From an optimization exercise on the open Yosys and OpenROAD flow, aimed at small area and a short achievable clock period; shortcuts taken in it are not production practice. Function was checked by simulation only, so behaviour that the tests miss may differ from the original. Power is estimated from default activity; no workload was simulated.

[flow/design.v]
module ip_stride #(parameter IP_TRACKER_COUNT = 8)
(
	input   logic 			clk,
	input   logic 			rst,
	input   logic   [63:0]  addr_i,
	input 	logic 	[63:0]	ip_i,
	output 	logic 	[63:0]	pref_addr1_o,
	output 	logic 	        pref_valid1_o,
	output 	logic 	[63:0]	pref_addr2_o,
	output 	logic 	        pref_valid2_o,
	output 	logic 	[63:0]	pref_addr3_o,
	output 	logic 	        pref_valid3_o
);
localparam N = IP_TRACKER_COUNT;
localparam CW = 58;
logic [63:0]   ip       [N];
logic [CW-1:0] last_cla [N];
logic [CW-1:0] pred     [N];
logic [N-1:0]  vld;
logic [N-1:0]  lru;
logic          pref_valid1, pref_valid2, pref_valid3;
logic [CW-1:0] cla;
assign cla = addr_i[63:6];
logic          ip_zero;
logic [N-1:0]  vmatch, match, sel, victim, wsel;
logic          hit, vhit;
assign ip_zero = (ip_i == 64'd0);
always_comb begin
	for (int i = 0; i < N; i++) begin
		vmatch[i] = vld[i] & (ip[i] == ip_i);
		match[i]  = vmatch[i] | (~vld[i] & ip_zero);
	end
end
assign hit  = |match;
assign vhit = |vmatch;
always_comb begin
	sel = '0;
	for (int i = 0; i < N; i++) begin
		sel[i] = match[i];
		for (int j = i + 1; j < N; j++)
			if (match[j]) sel[i] = 1'b0;
	end
end
always_comb begin
	victim = '0;
	for (int i = 0; i < N; i++) begin
		victim[i] = ~lru[i];
		for (int j = 0; j < i; j++)
			if (~lru[j]) victim[i] = 1'b0;
	end
end
logic [CW-1:0] rd_cla, rd_pred, lsel;
always_comb begin
	rd_cla  = '0;
	rd_pred = '0;
	for (int i = 0; i < N; i++) begin
		rd_cla  = rd_cla  | ({CW{vmatch[i]}} & last_cla[i]);
		rd_pred = rd_pred | ({CW{vmatch[i]}} & pred[i]);
	end
end
assign lsel = hit ? rd_cla : cla;
logic [CW-1:0] p1, p2, p3;
assign p1 = (cla << 1) - lsel;
assign p2 = cla + (cla << 1) - (lsel << 1);
assign p3 = (cla << 2) - lsel - (lsel << 1);
assign pref_addr1_o = {p1, 6'b000000};
assign pref_addr2_o = {p2, 6'b000000};
assign pref_addr3_o = {p3, 6'b000000};
assign pref_valid1_o = pref_valid1;
assign pref_valid2_o = pref_valid2;
assign pref_valid3_o = pref_valid3;
logic stride_nz, we, stride_match;
assign stride_nz    = (cla != lsel);
assign we           = ~hit | stride_nz;
assign wsel         = hit ? sel : victim;
assign stride_match = (cla == rd_pred);
logic [N-1:0] lru_set, lru_nxt;
assign lru_set = lru | wsel;
assign lru_nxt = (&lru_set) ? wsel : lru_set;
always_ff @(posedge clk) begin
	for (int i = 0; i < N; i++) begin
		if (we & wsel[i]) begin
			ip[i]       <= ip_i;
			last_cla[i] <= cla;
			pred[i]     <= p1;
		end
	end
end
always_ff @(posedge clk) begin
	if (rst) begin
		vld         <= '0;
		lru         <= '0;
		pref_valid1 <= 1'b0;
		pref_valid2 <= 1'b0;
		pref_valid3 <= 1'b0;
	end else if (we) begin
		vld <= vld | wsel;
		lru <= lru_nxt;
		if (hit) begin
			pref_valid1 <= stride_match & (p1[CW-1:6] == cla[CW-1:6]);
			pref_valid2 <= stride_match & (p2[CW-1:6] == cla[CW-1:6]);
			pref_valid3 <= stride_match & (p3[CW-1:6] == cla[CW-1:6]);
		end
	end
end
endmodule  
[flow/run.sh]
#!/bin/bash
# synth_recipe.tcl (not shown) runs the flow's synth.tcl, then flattens the netlist and writes it again
# the make line also repeats each setting of config.mk as NAME=value (left out here)
make -C /OpenROAD-flow-scripts/flow DESIGN_CONFIG=/design/flow/config.mk WORK_HOME=/design/flow/orfs CLKGATE_MAP_FILE= SYNTH_SCRIPT=/design/flow/synth_recipe.tcl finish
[flow/config.mk]
export PLATFORM = sky130hd
export DESIGN_NAME = ip_stride
export DESIGN_NICKNAME = ip_stride
export VERILOG_FILES = /design/flow/design.v
export SDC_FILE = /design/flow/constraint.sdc
export NUM_CORES = 4
export LEC_CHECK = 0
export CAP_MARGIN = 20
export CORE_MARGIN = 2
export CORE_UTILIZATION = 40
export SLEW_MARGIN = 20
[flow/constraint.sdc]
create_clock -name core_clock -period 20.0 [get_ports {clk}]
set_input_delay 4.0000 -clock core_clock [delete_from_list [all_inputs] [get_ports {clk}]]
set_output_delay 4.0000 -clock core_clock [all_outputs]
set_load 0.01 [all_outputs]
==> summary.txt <==
Yosys
  – Distinct cells, synth: 119
  – Yosys top cell by area: edfxtp_1
  – Synth Instances: 6105
  – Number of synthesized flops with an enable pin: 1440
  – Post-synth top area share: 0.565
  – Seq/Total Area, Yosys: 0.570
  – Top_reg_cell synth: edfxtp_1
  – YS warnings: 4
  – Area of the mapped netlist: 76500 um2
  – Ys async rst share: 0
  – Post-Syn Area per Cell: 12.5 um2
  – Top cells by area, synth: edfxtp_1 (57%), xnor2_1 (7.5%), ha_1 (3.7%)
  – FF+latch count, synth: 1459

Worst setup path
  – Max stage delay on crit path: 1.18 ns
  – WP buf/inv: 8
  – Crit Path Class: in -> out
  – R2R depth: 32
  – Crit path depth: 39
  – Crit path max-delay family: compound AO/OA/AOI/OAI gates
  – Crit path capture type: primary output
  – CP max-delay cell: clkdlybuf4s50_1
  – Critical path launch point type: primary input
  – WP data arrival: 14.98 ns
  – Critical Path RT: 16.00 ns
  – CP dominant cell by count: o21ai_0
  – CP Max Fanout: 16

Final layout
  – Fin util: 0.467
  – Fin nets: 6962
  – Non-Filler Instances: 9189
  – Most common cell after layout, fill and taps aside: edfxtp_1
  – Most frequent cells in the layout: edfxtp_1 (1440), xnor2_1 (647), nand2_1 (331)
  – Syn-to-layout area delta: 16.0%
  – Layout cells sized above 1: 0.0981

Floorplan
  – I/O pin cnt: 325
  – Rows: 160
  – Die width: 441 um
  – Die Ht: 441 um
  – Die Area: 195000 um2
  – CORE AREA: 190000 um2
  – Starting Density: 0.403

Placed design
  – Pre-CTS setup slack: 1.35 ns
  – Count of buffers from port buffering: 300
  – HPWL Detailed: 205000 um
  – Placer Congestion: 1.01
  – Inst Count DP: 8907

STA
  – Skew final: 0.0762 ns
  – Final-report hold violation count: 0
  – Worst slew pin tran: 1.34 ns
  – Max Slew Vio Count: 0
  – Max_slew headroom: 0.0978
  – Minimum clock period: 18.98 ns
  – Period utilization: 0.949
  – RSZ-0062 raised after global routing: false
  – Setup TNS Final: 0 ns
  – Final setup vio count: 0
  – Fmax: 52.7 MHz
  – Setup WS post-layout: 1.02 ns

Power
  – PD cells: 92.0 nW/um2
  – Switching Fraction: 0.291
  – Clock Power Share: 0.353
  – VDD IR-drop max: 0.0815 mV
  – Sequential share of power: 0.434
  – Pint: 5790 uW
  – Sw Pwr: 2370 uW
  – Leak: 0.0302 uW
  – Combinational share of power: 0.213

CTS
  – Setup Buffers After CTS: 0
  – Post-cts repair resize count: 0
  – CTS Buffer Depth: 3
  – CTS tree: done
  – CTS Hold Bufs: 0
  – Total CTS buffers: 155
  – Clk sink count: 1459
  – CTS Root Cell: clkbuf_16
  – Clock slew at reported path FFs: 0.06 ns
  – H-tree levels: 4
  – Worst-skew pair later-pin latency: 0.86 ns

Worst hold path
  – Min-delay worst type: reg -> reg
  – Hold Path Depth: 2

GRT
  – Global-route wire length before repair: 404000 um
  – Vias in the first global route: 53700
  – GR Layer Usage met1: 0.383
  – M3 GR Usage: 0.0503
  – Initial antenna violation count: 21
  – Met2 GRT Util: 0.465
  – Largest net degree at the start of global routing: 108
  – GRT Total Usage: 0.291
  – Busiest grt layer: met2
  – Overflow after GRT: 0

Route
  – Wire per inst: 31.5 um
  – DRC Markers: 0
  – TritonRoute pass-1 iters: 9
  – Via/cell ratio: 6.13
  – Iteration-0 DRC Markers: 7531
  – Routed Antenna Nets: 0
  – Post-Route WL: 289000 um
  – Via count: 56400

Outcome
  – Run status: timing/DRC/antenna clean

Run
  – Max-Cap Viols: 0
## worst paths after layout
path | slack [ns] | from | to
setup / recovery | 1.02 | ip_i[37] | pref_addr3_o[63]
hold reg to reg | 0.46 | pref_valid3 | pref_valid3
setup reg to reg | 7.45 | ip[6][40] | pref_valid3
hold / removal | 0.46 | pref_valid3 | pref_valid3
## cell families (layout without fill, tap and decap cells)
group | Yosys count | count (layout) | share of synthesized area
multiplexers | 30 | 30 | 0.00414
AO/OA/AOI/OAI | 1231 | 1231 | 0.121
flip-flops | 1459 | 1459 | 0.570
other | 1 | 21 | 0.0000490
buffers and inverters | 538 | 1091 | 0.0312
AND/OR/NAND/NOR | 1690 | 1690 | 0.120
XOR/XNOR | 860 | 860 | 0.100
adder cells (fa/ha/maj) | 296 | 296 | 0.0532
## synth_stat cells, types with 17 or more instances
library cell	number
clkbuf_1	168
o21ai_0	136
fa_1	54
mux2i_1	26
or2_2	18
and2_1	32
buf_4	50
a211oi_1	18
o22ai_1	23
nand2b_1	184
nor2_1	201
nor2b_1	40
dfxtp_1	19
and4_1	35
a31oi_1	38
nor4b_1	19
buf_2	76
and3_1	63
a22oi_1	131
nand2_1	331
buf_1	28
nand3_1	184
xor2_1	195
edfxtp_1	1440
a222oi_1	148
ha_1	225
nor3_1	105
xnor2_1	654
a21oi_1	216
o2111ai_1	48
nand4_1	286
o21a_1	22
nor4_1	107
a221oi_1	40
a22o_1	59
a21o_1	134
or3_1	17
o21bai_1	32
inv_1	190
## metal layers
metal  vias to the layer above  routed length [um]
met5                         -                  59
met4                        10               15500
met2                      3080              134000
li1                      24400                   -
met3                       624               26100
met1                     28300              114000
## per-stage QoR
stage	instance area [um2]	total power, uW	hold WS (ns)
3_5_place_dp	83600	5320	0.461
6_report	88700	8160	0.461
2_1_floorplan	76500	4500	0.445
5_1_grt	88700	8410	0.506
4_1_cts	88700	8170	0.469
3_3_place_gp	83600	5310	0.437
## power groups by stage
stage / clock (uW) / combinational (uW) / sequential, uW
6_report: 2880 / 1740 / 3540
2_1_floorplan: 0 / 892 / 3610
3_3_place_gp: 0 / 1710 / 3600
5_1_grt: 3020 / 1840 / 3550
3_5_place_dp: 0 / 1720 / 3610
4_1_cts: 2900 / 1730 / 3540
## worst reg2reg max path: cells and delay by family (launching register included)
family                     cells  cell delay [ns]
adders and majority gates      2             0.86
xor gates and xnor gates       1             0.20
and+or+nand+nor               21             7.42
AOI/OAI and AO/OA              4             1.75
buffers and inverters          4             1.77
DFF                            1             0.37
## state kept, by name, summed over array words and instances, names as in the netlist
signal	cells
pref_valid3	1
pref_valid2	1
ip	512
lru	8
vld	8
pref_valid1	1
last_cla	464
pred	464
## final cells by class
class	count	area, um2
timing repair buffer	609	5360
sequential	1459	43600
antenna	3	7.51
multi-input combinational	4125	30700
clock inverter	89	1030
inverter	203	807
tap	2511	3140
fill	17100	101000
clock buffer	190	4030

[separate check: timing with driven ports]
The flow's constraints put no driver on any port. The routed layout listed below was extracted and timed again, unchanged, in two steps.
Step 1 assumes that a clkbuf_16 drives the clock port and a buf_2 every other input.
Step 2, shift: input delay + t, output delay - t, t = (earliest + latest rising clock arrival at the registers) / 2. This alone moves slack from input paths to output paths.
Three values: ideal, step 1, step 2; two values: the first two.
shift t [ns]: 0.907
setup WS [ns]: 1.016 / 0.992 / 0.992
worst setup path after step 2: input to output
latest minus earliest clock arrival (ns): 0.077 / 0.076
After both steps this run still meets setup and hold. For this run, drivers alone change the setup slack by -0.024 ns; drivers and shift together by -0.024 ns.
